This design comes from an exercise in tuning for small area, a short achievable clock period and few clock cycles on the open sky130 flow, not from production work. In this exercise RTL edits were held to simulation tests only and were not proved equivalent to the original.

===== flow/run.sh =====
#!/bin/bash
# synth_recipe.tcl (not shown) runs the flow's synth.tcl, then flattens the netlist and writes it again
# the make line also repeats each setting of config.mk as NAME=value (left out here)
make -C /OpenROAD-flow-scripts/flow DESIGN_CONFIG=/design/flow/config.mk WORK_HOME=/design/flow/orfs CLKGATE_MAP_FILE= SYNTH_SCRIPT=/design/flow/synth_recipe.tcl finish

===== flow/config.mk =====
export PLATFORM = sky130hd
export DESIGN_NAME = ALU
export DESIGN_NICKNAME = ALU
export VERILOG_FILES = /design/flow/design.v
export SDC_FILE = /design/flow/constraint.sdc
export NUM_CORES = 4
export LEC_CHECK = 0
export CAP_MARGIN = 20
export CORE_MARGIN = 2
export CORE_UTILIZATION = 25
export SLEW_MARGIN = 20

===== flow/constraint.sdc =====
create_clock -name core_clock -period 14.0 [get_ports {clock}]
set_input_delay 2.8000 -clock core_clock [delete_from_list [all_inputs] [get_ports {clock}]]
set_output_delay 2.8000 -clock core_clock [all_outputs]
set_load 0.01 [all_outputs]

===== flow/design.v =====
module partial_product(
  input  [2:0]  io_y,
  input  [63:0] io_x,
  output        io_c,
  output [63:0] io_p
);
  wire [64:0] _io_p_T = {io_x, 1'h0};  
  wire [64:0] _io_p_T_2 = ~_io_p_T;  
  wire [63:0] _io_p_T_3 = ~io_x;  
  wire [63:0] _io_p_T_6 = 3'h1 == io_y ? io_x : 64'h0;  
  wire [63:0] _io_p_T_8 = 3'h2 == io_y ? io_x : _io_p_T_6;  
  wire [64:0] _io_p_T_10 = 3'h3 == io_y ? _io_p_T : {{1'd0}, _io_p_T_8};  
  wire [64:0] _io_p_T_12 = 3'h4 == io_y ? _io_p_T_2 : _io_p_T_10;  
  wire [64:0] _io_p_T_14 = 3'h5 == io_y ? {{1'd0}, _io_p_T_3} : _io_p_T_12;  
  wire [64:0] _io_p_T_16 = 3'h6 == io_y ? {{1'd0}, _io_p_T_3} : _io_p_T_14;  
  wire [64:0] _io_p_T_18 = 3'h7 == io_y ? 65'h0 : _io_p_T_16;  
  assign io_c = 3'h6 == io_y | (3'h5 == io_y | 3'h4 == io_y);  
  assign io_p = _io_p_T_18[63:0];  
endmodule
module Mul(
  input         clock,
  input         reset,
  input         io_mul_valid,
  input         io_mulw,
  input  [63:0] io_multiplicand,
  input  [63:0] io_multiplier,
  output        io_out_valid,
  input         io_out_ready,
  output [31:0] io_result_hi,
  output [31:0] io_result_lo
);
  wire [2:0] booth_partial_io_y;  
  wire [63:0] booth_partial_io_x;  
  wire  booth_partial_io_c;  
  wire [63:0] booth_partial_io_p;  
  wire  sign = io_multiplicand[63] ^ io_multiplier[63];  
  reg [63:0] res;  
  reg [1:0] state;  
  reg [127:0] src1;  
  reg [64:0] src2;  
  wire [31:0] _src1_32_T_2 = io_multiplicand[31] ? 32'hffffffff : 32'h0;  
  wire [63:0] _src1_32_T_4 = {_src1_32_T_2,io_multiplicand[31:0]};  
  wire [63:0] src1_32 = io_mulw ? _src1_32_T_4 : io_multiplicand;  
  wire [31:0] _src2_32_T_2 = io_multiplier[31] ? 32'hffffffff : 32'h0;  
  wire [63:0] _src2_32_T_4 = {_src2_32_T_2,io_multiplier[31:0]};  
  wire [63:0] src2_32 = io_mulw ? _src2_32_T_4 : io_multiplier;  
  wire [63:0] _real_cand_T_5 = src1_32[63] ? 64'hffffffffffffffff : 64'h0;  
  wire [127:0] real_cand = {_real_cand_T_5,src1_32};  
  wire [64:0] _real_er_T = {src2_32,1'h0};  
  wire [127:0] _GEN_1 = io_mul_valid ? real_cand : src1;  
  wire [64:0] real_er = _real_er_T;  
  wire  _T_4 = src2 != 65'h0;  
  wire [63:0] _res_T_1 = res + booth_partial_io_p;  
  wire [63:0] _GEN_21 = {{63'd0}, booth_partial_io_c};  
  wire [63:0] _res_T_3 = _res_T_1 + _GEN_21;  
  wire [129:0] _src1_T = {src1, 2'h0};  
  wire [1:0] _GEN_4 = io_out_ready ? 2'h0 : state;  
  wire [129:0] _GEN_7 = src2 != 65'h0 ? _src1_T : {{2'd0}, src1};  
  wire [129:0] _GEN_16 = 2'h1 == state ? _GEN_7 : {{2'd0}, src1};  
  wire [129:0] _GEN_18 = 2'h0 == state ? {{2'd0}, _GEN_1} : _GEN_16;  
  wire [31:0] _io_result_hi_T_1 = res[63:32];  
  wire  _GEN_22 = _T_4 ? 1'h0 : 1'h1;  
  wire [31:0] _GEN_23 = _T_4 ? 32'h0 : _io_result_hi_T_1;  
  wire [31:0] _GEN_24 = _T_4 ? 32'h0 : res[31:0];  
  wire  _GEN_26 = state == 2'h1 & _GEN_22;  
  wire [31:0] _GEN_27 = state == 2'h1 ? _GEN_23 : 32'h0;  
  wire [31:0] _GEN_28 = state == 2'h1 ? _GEN_24 : 32'h0;  
  wire [129:0] _GEN_25 = reset ? 130'h0 : _GEN_18;  
  partial_product booth_partial (  
    .io_y(booth_partial_io_y),
    .io_x(booth_partial_io_x),
    .io_c(booth_partial_io_c),
    .io_p(booth_partial_io_p)
  );
  assign io_out_valid = state == 2'h0 ? 1'h0 : _GEN_26;  
  assign io_result_hi = state == 2'h0 ? 32'h0 : _GEN_27;  
  assign io_result_lo = state == 2'h0 ? 32'h0 : _GEN_28;  
  assign booth_partial_io_y = src2[2:0];  
  assign booth_partial_io_x = src1[63:0];  
  always @(posedge clock) begin
    if (reset) begin  
      res <= 64'h0;  
    end else if (2'h0 == state) begin  
      if (io_mul_valid) begin  
        res <= 64'h0;  
      end
    end else if (2'h1 == state) begin  
      if (src2 != 65'h0) begin  
        res <= _res_T_3;  
      end
    end
    if (reset) begin  
      state <= 2'h0;  
    end else if (2'h0 == state) begin  
      if (io_mul_valid) begin  
        state <= 2'h1;  
      end
    end else if (2'h1 == state) begin  
      if (!(src2 != 65'h0)) begin  
        state <= _GEN_4;
      end
    end
    src1 <= _GEN_25[127:0];  
    if (reset) begin  
      src2 <= 65'h0;  
    end else if (2'h0 == state) begin  
      if (io_mul_valid) begin  
        src2 <= real_er;  
      end
    end else if (2'h1 == state) begin  
      if (src2 != 65'h0) begin  
        src2 <= {{2'd0}, src2[64:2]};  
      end
    end
  end
endmodule
module Div(
  input         clock,
  input         reset,
  input  [63:0] io_dividend,
  input  [63:0] io_divisor,
  input         io_div_valid,
  input         io_divw,
  input         io_div_signed,
  output        io_out_valid,
  output [63:0] io_quotient,
  output [63:0] io_remainder
);
  wire  dend_neg = io_divw ? io_dividend[31] : io_dividend[63];  
  wire  sor_neg = io_divw ? io_divisor[31] : io_divisor[63];  
  wire  sor_zero = io_divw ? io_divisor[31:0] == 32'h0 : io_divisor == 64'h0;  
  wire  quotient_neg = (dend_neg & ~sor_neg | ~dend_neg & sor_neg) & ~sor_zero;  
  wire [31:0] _src1_32_s_T_2 = io_dividend[31] ? 32'hffffffff : 32'h0;  
  wire [63:0] _src1_32_s_T_4 = {_src1_32_s_T_2,io_dividend[31:0]};  
  wire [63:0] src1_32_s = io_divw ? _src1_32_s_T_4 : io_dividend;  
  wire [31:0] _src2_32_s_T_2 = io_divisor[31] ? 32'hffffffff : 32'h0;  
  wire [63:0] _src2_32_s_T_4 = {_src2_32_s_T_2,io_divisor[31:0]};  
  wire [63:0] src2_32_s = io_divw ? _src2_32_s_T_4 : io_divisor;  
  wire [63:0] src1_32 = io_divw ? {{32'd0}, io_dividend[31:0]} : io_dividend;  
  wire [63:0] src2_32 = io_divw ? {{32'd0}, io_divisor[31:0]} : io_divisor;  
  wire [63:0] _real_cand_T_2 = ~src1_32_s;  
  wire [63:0] _real_cand_T_4 = _real_cand_T_2 + 64'h1;  
  wire [63:0] _real_cand_T_5 = dend_neg ? _real_cand_T_4 : src1_32_s;  
  wire [63:0] real_cand = io_div_signed ? _real_cand_T_5 : src1_32;  
  wire [63:0] _real_er_T_2 = ~src2_32_s;  
  wire [63:0] _real_er_T_4 = _real_er_T_2 + 64'h1;  
  wire [63:0] _real_er_T_5 = sor_neg ? _real_er_T_4 : src2_32_s;  
  wire [63:0] real_er = io_div_signed ? _real_er_T_5 : src2_32;  
  wire [95:0] _src1_T_1 = {32'h0,real_cand};  
  wire [64:0] src2 = {1'h0,real_er};  
  reg [127:0] div_cand;  
  reg  div_start;  
  reg [63:0] quotient;  
  reg [31:0] step_num;  
  wire  _GEN_0 = div_start & $signed(step_num) <= 32'sh0 ? 1'h0 : div_start;  
  wire  _GEN_1 = io_div_valid & ~div_start | _GEN_0;  
  wire [127:0] src1 = {{32'd0}, _src1_T_1};  
  wire [127:0] _GEN_2 = io_div_valid & ~div_start ? src1 : div_cand;  
  wire [63:0] _GEN_3 = io_div_valid & ~div_start ? 64'h0 : quotient;  
  wire [31:0] _GEN_4 = io_div_valid & ~div_start ? 32'h40 : step_num;  
  wire [64:0] sub_res = div_cand[127:63] - src2;  
  wire [64:0] _quotient_T_2 = {quotient, 1'h0};  
  wire [64:0] _quotient_T_4 = _quotient_T_2 | 65'h1;  
  wire [64:0] _quotient_T_5 = sub_res[64] ? _quotient_T_2 : _quotient_T_4;  
  wire [127:0] update_cand = {sub_res, 63'h0};  
  wire [127:0] _new_cand_T_2 = div_cand & 128'h7fffffffffffffff;  
  wire [127:0] _new_cand_T_3 = _new_cand_T_2 | update_cand;  
  wire [127:0] new_cand = sub_res[64] ? div_cand : _new_cand_T_3;  
  wire [128:0] _div_cand_T = {new_cand, 1'h0};  
  wire [31:0] _step_num_T_1 = step_num - 32'h1;  
  wire [63:0] _io_remainder_T_3 = ~div_cand[127:64];  
  wire [63:0] _io_remainder_T_5 = _io_remainder_T_3 + 64'h1;  
  wire [63:0] _io_remainder_T_7 = dend_neg ? _io_remainder_T_5 : div_cand[127:64];  
  wire [63:0] _io_remainder_T_9 = io_div_signed ? _io_remainder_T_7 : div_cand[127:64];  
  wire [63:0] _io_quotient_T_2 = ~quotient;  
  wire [63:0] _io_quotient_T_4 = _io_quotient_T_2 + 64'h1;  
  wire [63:0] _io_quotient_T_5 = quotient_neg ? _io_quotient_T_4 : quotient;  
  wire [63:0] _io_quotient_T_6 = io_div_signed ? _io_quotient_T_5 : quotient;  
  wire [64:0] _GEN_9 = $signed(step_num) > 32'sh0 ? _quotient_T_5 : {{1'd0}, _GEN_3};  
  wire [128:0] _GEN_10 = $signed(step_num) > 32'sh0 ? _div_cand_T : {{1'd0}, _GEN_2};  
  wire [63:0] _GEN_12 = $signed(step_num) > 32'sh0 ? 64'h0 : _io_remainder_T_9;  
  wire  _GEN_13 = $signed(step_num) > 32'sh0 ? 1'h0 : 1'h1;  
  wire [63:0] _GEN_14 = $signed(step_num) > 32'sh0 ? 64'h0 : _io_quotient_T_6;  
  wire [64:0] _GEN_15 = div_start ? _GEN_9 : {{1'd0}, _GEN_3};  
  wire [128:0] _GEN_16 = div_start ? _GEN_10 : {{1'd0}, _GEN_2};  
  wire [128:0] _GEN_21 = reset ? 129'h0 : _GEN_16;  
  wire [64:0] _GEN_22 = reset ? 65'h0 : _GEN_15;  
  assign io_out_valid = div_start & _GEN_13;  
  assign io_quotient = div_start ? _GEN_14 : 64'h0;  
  assign io_remainder = div_start ? _GEN_12 : 64'h0;  
  always @(posedge clock) begin
    div_cand <= _GEN_21[127:0];  
    if (reset) begin  
      div_start <= 1'h0;  
    end else begin
      div_start <= _GEN_1;
    end
    quotient <= _GEN_22[63:0];  
    if (reset) begin  
      step_num <= 32'h0;  
    end else if (div_start) begin  
      if ($signed(step_num) > 32'sh0) begin  
        step_num <= _step_num_T_1;  
      end else begin
        step_num <= _GEN_4;
      end
    end else begin
      step_num <= _GEN_4;
    end
  end
endmodule
/*verilator lint_off WIDTH*/
module ALU(
  input         clock,
  input         reset,
  input  [63:0] io_src1_value,
  input  [63:0] io_src2_value,
  input  [31:0] io_ALUop,
  input         io_src_valid,
  output        io_alu_busy,
  input         io_res_ready,
  output [63:0] io_alu_res
);
  wire  Mul_clock;  
  wire  Mul_reset;  
  wire  Mul_io_mul_valid;  
  wire  Mul_io_mulw;  
  wire [63:0] Mul_io_multiplicand;  
  wire [63:0] Mul_io_multiplier;  
  wire  Mul_io_out_valid;  
  wire  Mul_io_out_ready;  
  wire [31:0] Mul_io_result_hi;  
  wire [31:0] Mul_io_result_lo;  
  wire  Div_clock;  
  wire  Div_reset;  
  wire [63:0] Div_io_dividend;  
  wire [63:0] Div_io_divisor;  
  wire  Div_io_div_valid;  
  wire  Div_io_divw;  
  wire  Div_io_div_signed;  
  wire  Div_io_out_valid;  
  wire [63:0] Div_io_quotient;  
  wire [63:0] Div_io_remainder;  
  wire  mul_valid = 32'h12 == io_ALUop | 32'h11 == io_ALUop;  
  wire  div_valid = 32'h32 == io_ALUop | (32'h14 == io_ALUop | (32'h33 == io_ALUop | (32'h34 == io_ALUop | (32'h35 ==
    io_ALUop | (32'h13 == io_ALUop | (32'h30 == io_ALUop | 32'h31 == io_ALUop))))));  
  wire [63:0] add_res = io_src1_value + io_src2_value;  
  wire [63:0] sub_res = io_src1_value - io_src2_value;  
  wire [63:0] sra_res = $signed(io_src1_value) >>> io_src2_value[5:0];  
  wire [63:0] srl_res = io_src1_value >> io_src2_value[5:0];  
  wire [126:0] _GEN_0 = {{63'd0}, io_src1_value};  
  wire [126:0] sll_res = _GEN_0 << io_src2_value[5:0];  
  wire [31:0] _sraw_res_T_1 = io_src1_value[31:0];  
  wire [31:0] sraw_res = $signed(_sraw_res_T_1) >>> io_src2_value[4:0];  
  wire [31:0] srlw_res = io_src1_value[31:0] >> io_src2_value[4:0];  
  wire [62:0] _GEN_1 = {{31'd0}, io_src1_value[31:0]};  
  wire [62:0] sllw_res = _GEN_1 << io_src2_value[4:0];  
  wire [63:0] or_res = io_src1_value | io_src2_value;  
  wire [63:0] xor_res = io_src1_value ^ io_src2_value;  
  wire [63:0] and_res = io_src1_value & io_src2_value;  
  wire [63:0] mlu_res = {Mul_io_result_hi,Mul_io_result_lo};  
  wire [31:0] divw_res = Div_io_quotient[31:0];  
  wire [31:0] remw_res = Div_io_remainder[31:0];  
  wire [63:0] _alu_res_T_1 = io_src1_value + 64'h4;  
  wire  _alu_res_T_4 = io_src1_value < io_src2_value;  
  wire  _alu_res_T_8 = $signed(io_src1_value) < $signed(io_src2_value);  
  wire [31:0] _alu_res_T_12 = add_res[31] ? 32'hffffffff : 32'h0;  
  wire [63:0] _alu_res_T_14 = {_alu_res_T_12,add_res[31:0]};  
  wire [31:0] _alu_res_T_17 = sub_res[31] ? 32'hffffffff : 32'h0;  
  wire [63:0] _alu_res_T_19 = {_alu_res_T_17,sub_res[31:0]};  
  wire [31:0] _alu_res_T_22 = sllw_res[31] ? 32'hffffffff : 32'h0;  
  wire [63:0] _alu_res_T_24 = {_alu_res_T_22,sllw_res[31:0]};  
  wire [31:0] _alu_res_T_27 = sraw_res[31] ? 32'hffffffff : 32'h0;  
  wire [31:0] _alu_res_T_28 = $signed(_sraw_res_T_1) >>> io_src2_value[4:0];  
  wire [63:0] _alu_res_T_29 = {_alu_res_T_27,_alu_res_T_28};  
  wire [31:0] _alu_res_T_32 = srlw_res[31] ? 32'hffffffff : 32'h0;  
  wire [63:0] _alu_res_T_34 = {_alu_res_T_32,srlw_res};  
  wire [31:0] _alu_res_T_37 = Mul_io_result_lo[31] ? 32'hffffffff : 32'h0;  
  wire [63:0] _alu_res_T_38 = {_alu_res_T_37,Mul_io_result_lo};  
  wire [31:0] _alu_res_T_41 = divw_res[31] ? 32'hffffffff : 32'h0;  
  wire [63:0] _alu_res_T_42 = {_alu_res_T_41,divw_res};  
  wire [31:0] _alu_res_T_49 = remw_res[31] ? 32'hffffffff : 32'h0;  
  wire [63:0] _alu_res_T_50 = {_alu_res_T_49,remw_res};  
  wire [63:0] _alu_res_T_56 = 32'hf == io_ALUop ? add_res : 64'h0;  
  wire [63:0] _alu_res_T_58 = 32'h4 == io_ALUop ? io_src2_value : _alu_res_T_56;  
  wire [63:0] _alu_res_T_60 = 32'h5 == io_ALUop ? _alu_res_T_1 : _alu_res_T_58;  
  wire [63:0] _alu_res_T_62 = 32'h6 == io_ALUop ? _alu_res_T_1 : _alu_res_T_60;  
  wire [63:0] _alu_res_T_64 = 32'h1e == io_ALUop ? {{63'd0}, _alu_res_T_4} : _alu_res_T_62;  
  wire [63:0] _alu_res_T_66 = 32'h1f == io_ALUop ? {{63'd0}, _alu_res_T_8} : _alu_res_T_64;  
  wire [63:0] _alu_res_T_68 = 32'hc == io_ALUop ? _alu_res_T_14 : _alu_res_T_66;  
  wire [63:0] _alu_res_T_70 = 32'he == io_ALUop ? sub_res : _alu_res_T_68;  
  wire [63:0] _alu_res_T_72 = 32'h15 == io_ALUop ? sra_res : _alu_res_T_70;  
  wire [63:0] _alu_res_T_74 = 32'hb == io_ALUop ? or_res : _alu_res_T_72;  
  wire [63:0] _alu_res_T_76 = 32'h2e == io_ALUop ? xor_res : _alu_res_T_74;  
  wire [63:0] _alu_res_T_78 = 32'h8 == io_ALUop ? and_res : _alu_res_T_76;  
  wire [63:0] _alu_res_T_80 = 32'hd == io_ALUop ? _alu_res_T_19 : _alu_res_T_78;  
  wire [63:0] _alu_res_T_82 = 32'h16 == io_ALUop ? _alu_res_T_24 : _alu_res_T_80;  
  wire [63:0] _alu_res_T_84 = 32'h1c == io_ALUop ? _alu_res_T_29 : _alu_res_T_82;  
  wire [63:0] _alu_res_T_86 = 32'h1d == io_ALUop ? _alu_res_T_34 : _alu_res_T_84;  
  wire [63:0] _alu_res_T_88 = 32'h11 == io_ALUop ? mlu_res : _alu_res_T_86;  
  wire [63:0] _alu_res_T_90 = 32'h12 == io_ALUop ? _alu_res_T_38 : _alu_res_T_88;  
  wire [63:0] _alu_res_T_92 = 32'h13 == io_ALUop ? _alu_res_T_42 : _alu_res_T_90;  
  wire [63:0] _alu_res_T_94 = 32'h30 == io_ALUop ? Div_io_quotient : _alu_res_T_92;  
  wire [63:0] _alu_res_T_96 = 32'h31 == io_ALUop ? Div_io_quotient : _alu_res_T_94;  
  wire [63:0] _alu_res_T_98 = 32'h35 == io_ALUop ? _alu_res_T_42 : _alu_res_T_96;  
  wire [63:0] _alu_res_T_100 = 32'h14 == io_ALUop ? _alu_res_T_50 : _alu_res_T_98;  
  wire [63:0] _alu_res_T_102 = 32'h32 == io_ALUop ? _alu_res_T_50 : _alu_res_T_100;  
  wire [63:0] _alu_res_T_104 = 32'h33 == io_ALUop ? Div_io_remainder : _alu_res_T_102;  
  wire [63:0] _alu_res_T_106 = 32'h34 == io_ALUop ? Div_io_remainder : _alu_res_T_104;  
  wire [126:0] _alu_res_T_108 = 32'h37 == io_ALUop ? sll_res : {{63'd0}, _alu_res_T_106};  
  wire [126:0] _alu_res_T_110 = 32'h39 == io_ALUop ? {{63'd0}, sra_res} : _alu_res_T_108;  
  wire [126:0] _alu_res_T_112 = 32'h38 == io_ALUop ? {{63'd0}, srl_res} : _alu_res_T_110;  
  wire [126:0] _alu_res_T_114 = 32'h3f == io_ALUop ? {{63'd0}, io_src1_value} : _alu_res_T_112;  
  wire [126:0] _alu_res_T_116 = 32'h46 == io_ALUop ? {{63'd0}, io_src1_value} : _alu_res_T_114;  
  wire [126:0] alu_res = 32'h47 == io_ALUop ? {{63'd0}, io_src1_value} : _alu_res_T_116;  
  Mul Mul (  
    .clock(Mul_clock),
    .reset(Mul_reset),
    .io_mul_valid(Mul_io_mul_valid),
    .io_mulw(Mul_io_mulw),
    .io_multiplicand(Mul_io_multiplicand),
    .io_multiplier(Mul_io_multiplier),
    .io_out_valid(Mul_io_out_valid),
    .io_out_ready(Mul_io_out_ready),
    .io_result_hi(Mul_io_result_hi),
    .io_result_lo(Mul_io_result_lo)
  );
  Div Div (  
    .clock(Div_clock),
    .reset(Div_reset),
    .io_dividend(Div_io_dividend),
    .io_divisor(Div_io_divisor),
    .io_div_valid(Div_io_div_valid),
    .io_divw(Div_io_divw),
    .io_div_signed(Div_io_div_signed),
    .io_out_valid(Div_io_out_valid),
    .io_quotient(Div_io_quotient),
    .io_remainder(Div_io_remainder)
  );
  assign io_alu_busy = mul_valid ? ~Mul_io_out_valid : div_valid & ~Div_io_out_valid;  
  assign io_alu_res = alu_res[63:0];  
  assign Mul_clock = clock;
  assign Mul_reset = reset;
  assign Mul_io_mul_valid = mul_valid & io_src_valid;  
  assign Mul_io_mulw = io_ALUop == 32'h12;  
  assign Mul_io_multiplicand = io_src1_value;  
  assign Mul_io_multiplier = io_src2_value;  
  assign Mul_io_out_ready = io_res_ready;  
  assign Div_clock = clock;
  assign Div_reset = reset;
  assign Div_io_dividend = io_src1_value;  
  assign Div_io_divisor = io_src2_value;  
  assign Div_io_div_valid = div_valid & io_src_valid;  
  assign Div_io_divw = 32'h32 == io_ALUop | (32'h14 == io_ALUop | (32'h35 == io_ALUop | 32'h13 == io_ALUop));  
  assign Div_io_div_signed = 32'h14 == io_ALUop | (32'h34 == io_ALUop | (32'h13 == io_ALUop | 32'h31 == io_ALUop));  
endmodule
/*verilator lint_on WIDTH*/

==> impl_metrics.toml <==
[run_status]
outcome = "finished clean"

[sta]
relSlewSlack = 0.0864
tightestPinTransition_ps = 1360
rsz0062_at_grt = "false"
fmaxAchievable_ghz = 0.0759
setup_viol = 0
final-max-slew-violation-count = 0
fin_crit_sh = 0.941
hold_violations = 0
tns_ps = 0
fin_crit_ps = 13170
whs_ps = 455
timing.final.ws_setup_ps = 832
finClkSkew_ps = 27.8

[critical_path]
cpPeakStageDelay_ps = 910
cp.arrival_ps = 10370
worstPathRequired_ps = 11200
path_max_fanout = 15
crit_type = "input pin to output port"
cp_slowest_cell = "clkdlybuf4s50_1"
cp-end-kind = "output port"
crit_chain = "clkdlybuf4s50_1 -> inv_1 -> ha_1 -> a21oi_1 -> inv_1 -> o31ai_1 -> o311ai_0 -> o21ai_0 -> o21ai_0 -> xnor2_1 -> a21oi_2 -> buf_4 -> a22o_1 -> a22oi_1 -> nor4_1 -> nor3_1 -> clkdlybuf4s50_1"
start_kind = "input pin"

[place]
dp_hpwl_um = 308000
portBuffers = 228
place_ws_ps = 1350
gp_congestion = 1.16

[clocking]
cts_buffer_depth = 3
cts.clk_slew.worst_paths_ps = 60
cts_buffers = 53
insertion_delay_ps = 730
hold_buffers = 0
cts_sinks = 419
cts_root_buf = "clkbuf_16"
cts_tree = "done"
htreeDepth = 2
post_cts_buffers = 0
cts_resized = 0

[yosys]
yosysWarnings = 2
yosysUniqueCellTypes = 104
async_reset_ff_frac = 0
synth.avg_cell_area_um2 = 6.90
yosysTopAreaCell = "dfxtp_1"
synth_edf_count = 0
ys_ff_latch = 419
syn_area_um2 = 58700
synth-main-ff-cell = "dfxtp_1"
netlist_instances = 8506
ys_seq_area_frac = 0.143
yosysTopAreaCellShare = 0.143
synth_top_cells_by_area = "dfxtp_1 (14%), a21oi_1 (7.7%), ha_1 (7.1%)"
synth_nets = 9008

[worst_hold_path]
hold_path.class = "flop to flop"

[detailed_routing]
dr.first_iter.drc_count = 12200
vias_per_cell = 6.38
drt_wl_total_um = 395000
vias = 73800
post_drt_wl_per_cell_um = 34.2
antenna_left = 0
first_pass_iters = 7
route.detailed.drc = 0

[layout]
nFillCells = 26000
area_growth_syn_to_layout_pct = 13.5
multiInputGateArea_um2 = 46900
seq_area_um2 = 8400
fin_nets = 8878
final_core_utilization = 0.286
drive_above_1_share = 0.0790

[pwr]
power_mw = 4.12
power_density_nw_per_um2 = 61.9
power_leakage_nw = 25.1
vdd_drop_max_uv = 89.5

[global_routing]
grt_usage = 0.317
grt_pass1_wl_um = 540000
antenna_found_initial = 42
grt-ovfl-total = 0
grt_pass1_vias = 66700
grt_max_degree = 149

[floorplan]
core_um2 = 233000
dieArea_um2 = 239000
start_util = 0.252
die_w_um = 489
ios = 229
die_h_um = 489
num_rows = 177

[flow_run]
drv_cap = 0
==> worst paths after layout <==
kind,to,cells past startpoint,from,slack (ps)
max,io_alu_res[42],17,io_src1_value[6],830
min,Div.div_cand[6],2,Div.div_cand[5],450
max reg2reg,Mul.res[63],16,Mul.src2[0],7800
min reg2reg,Div.div_cand[6],2,Div.div_cand[5],450
==> flip-flops by register name, indices dropped and copies added, names as in the netlist <==
signal	cells
Div.step_num	32
Mul.res	64
Mul.src1	64
Mul.src2	65
Mul.state	1
Div.quotient	64
Div.div_start	1
Div.div_cand	128
==> layout make-up <==
type / count / area share
Multi-Input combinational cell: 7123 / 0.705
Sequential cell: 419 / 0.126
Timing Repair Buffer: 513 / 0.0675
Tap cell: 3132 / 0.0588
Clock buffer: 72 / 0.0220
Inverter: 266 / 0.0151
Clock inverter: 21 / 0.00464
Antenna cell: 22 / 0.000827
==> report_power, final <==
group	internal [mW]	switching, mW
clock	0.844	0.620
combinational	0.423	1.05
sequential	1.19	0.000000000529
total	2.46	1.67
==> layout by cell type, fill, tap and decap left out, drive strengths merged, types with 43 or more instances in the layout <==
cell / Yosys / routed
clkdlybuf4s50: 0 / 219
nor3: 218 / 218
inv: 255 / 256
xnor2: 363 / 363
and3: 48 / 48
a21o: 109 / 109
a31oi: 109 / 109
xor2: 196 / 196
mux2i: 180 / 180
a221oi: 88 / 88
nor2b: 48 / 48
ha: 333 / 333
buf: 126 / 293
mux4: 113 / 113
o21ai: 677 / 677
nand2: 769 / 769
dfxtp: 419 / 419
o31ai: 102 / 102
nand4: 77 / 77
o21bai: 64 / 64
o211ai: 123 / 123
a21oi: 902 / 902
a22o: 99 / 99
o221ai: 59 / 59
nand2b: 57 / 57
a22oi: 126 / 126
clkbuf: 572 / 73
nand3: 189 / 189
nor2: 1027 / 1027
or4: 43 / 43
o22ai: 99 / 99
nor4: 92 / 92
a211oi: 212 / 212
or3: 76 / 76
==> cells by family after synthesis <==
group                      share of synthesized area
xor gates and xnor gates                      0.0834
muxes                                         0.0796
buffers and inverters                         0.0633
and+or+nand+nor                                0.214
AOI/OAI and AO/OA                              0.344
DFF                                            0.143
adders and majority gates                     0.0727
==> per-stage QoR <==
stage               cell area (um^2)  cells
CTS                            66400  11500
floorplan                      58700   8506
global placement               64600  11400
finish                         66600  11600
detailed placement             64600  11400
global route                   66600  11600
==> critical path: cells and delay by family <==
kind                       cells  cell delay, ps
buffers and inverters          5            2200
xor gates and xnor gates       1             640
and+or+nand+nor                2             940
adders and majority gates      1             540
AOI/OAI and AO/OA              8            3210
==> synth_stat cells, types with 189 or more instances <==
master,number
a211oi_1,212
a21oi_1,901
clkbuf_1,571
dfxtp_1,419
ha_1,333
inv_1,253
nand2_1,769
nand3_1,189
nor2_1,1026
nor3_1,214
o21ai_0,626
xnor2_1,363
xor2_1,196
==> routing by layer <==
metal,vias up,wire [um],share of wire,track usage
li1,31300,-,-,-
met1,35500,150000,0.38,0.391
met2,5541,159000,0.40,0.452
met3,1420,49500,0.13,0.110
met4,24,36700,0.093,0.232
met5,-,202,0.00051,0.00143
Testbench counts, summed over its fixed seeds: cycles 58,535.

## re-timing with driven ports
The results above use ideal ports. As a check the final layout listed here was re-extracted and re-timed, cells and wires unchanged. Step 1, drivers: a clkbuf_16 drives clock and a buf_2 each remaining input, both assumed. Step 2, shift: input delay + t, output delay - t, t = (earliest + latest rising clock arrival at the registers) / 2. This alone moves slack from input paths to output paths. a / b / c = no drivers / after step 1 / after step 2; a / b = the first two.
t (ns): 0.804
setup WS [ns]: 0.832 / 0.810 / 0.810
latest minus earliest clock arrival (ns): 0.028 / 0.028
After both steps setup and hold are still met in this run. The setup slack of this run moves by -0.022 ns with the drivers and by -0.022 ns with both steps.
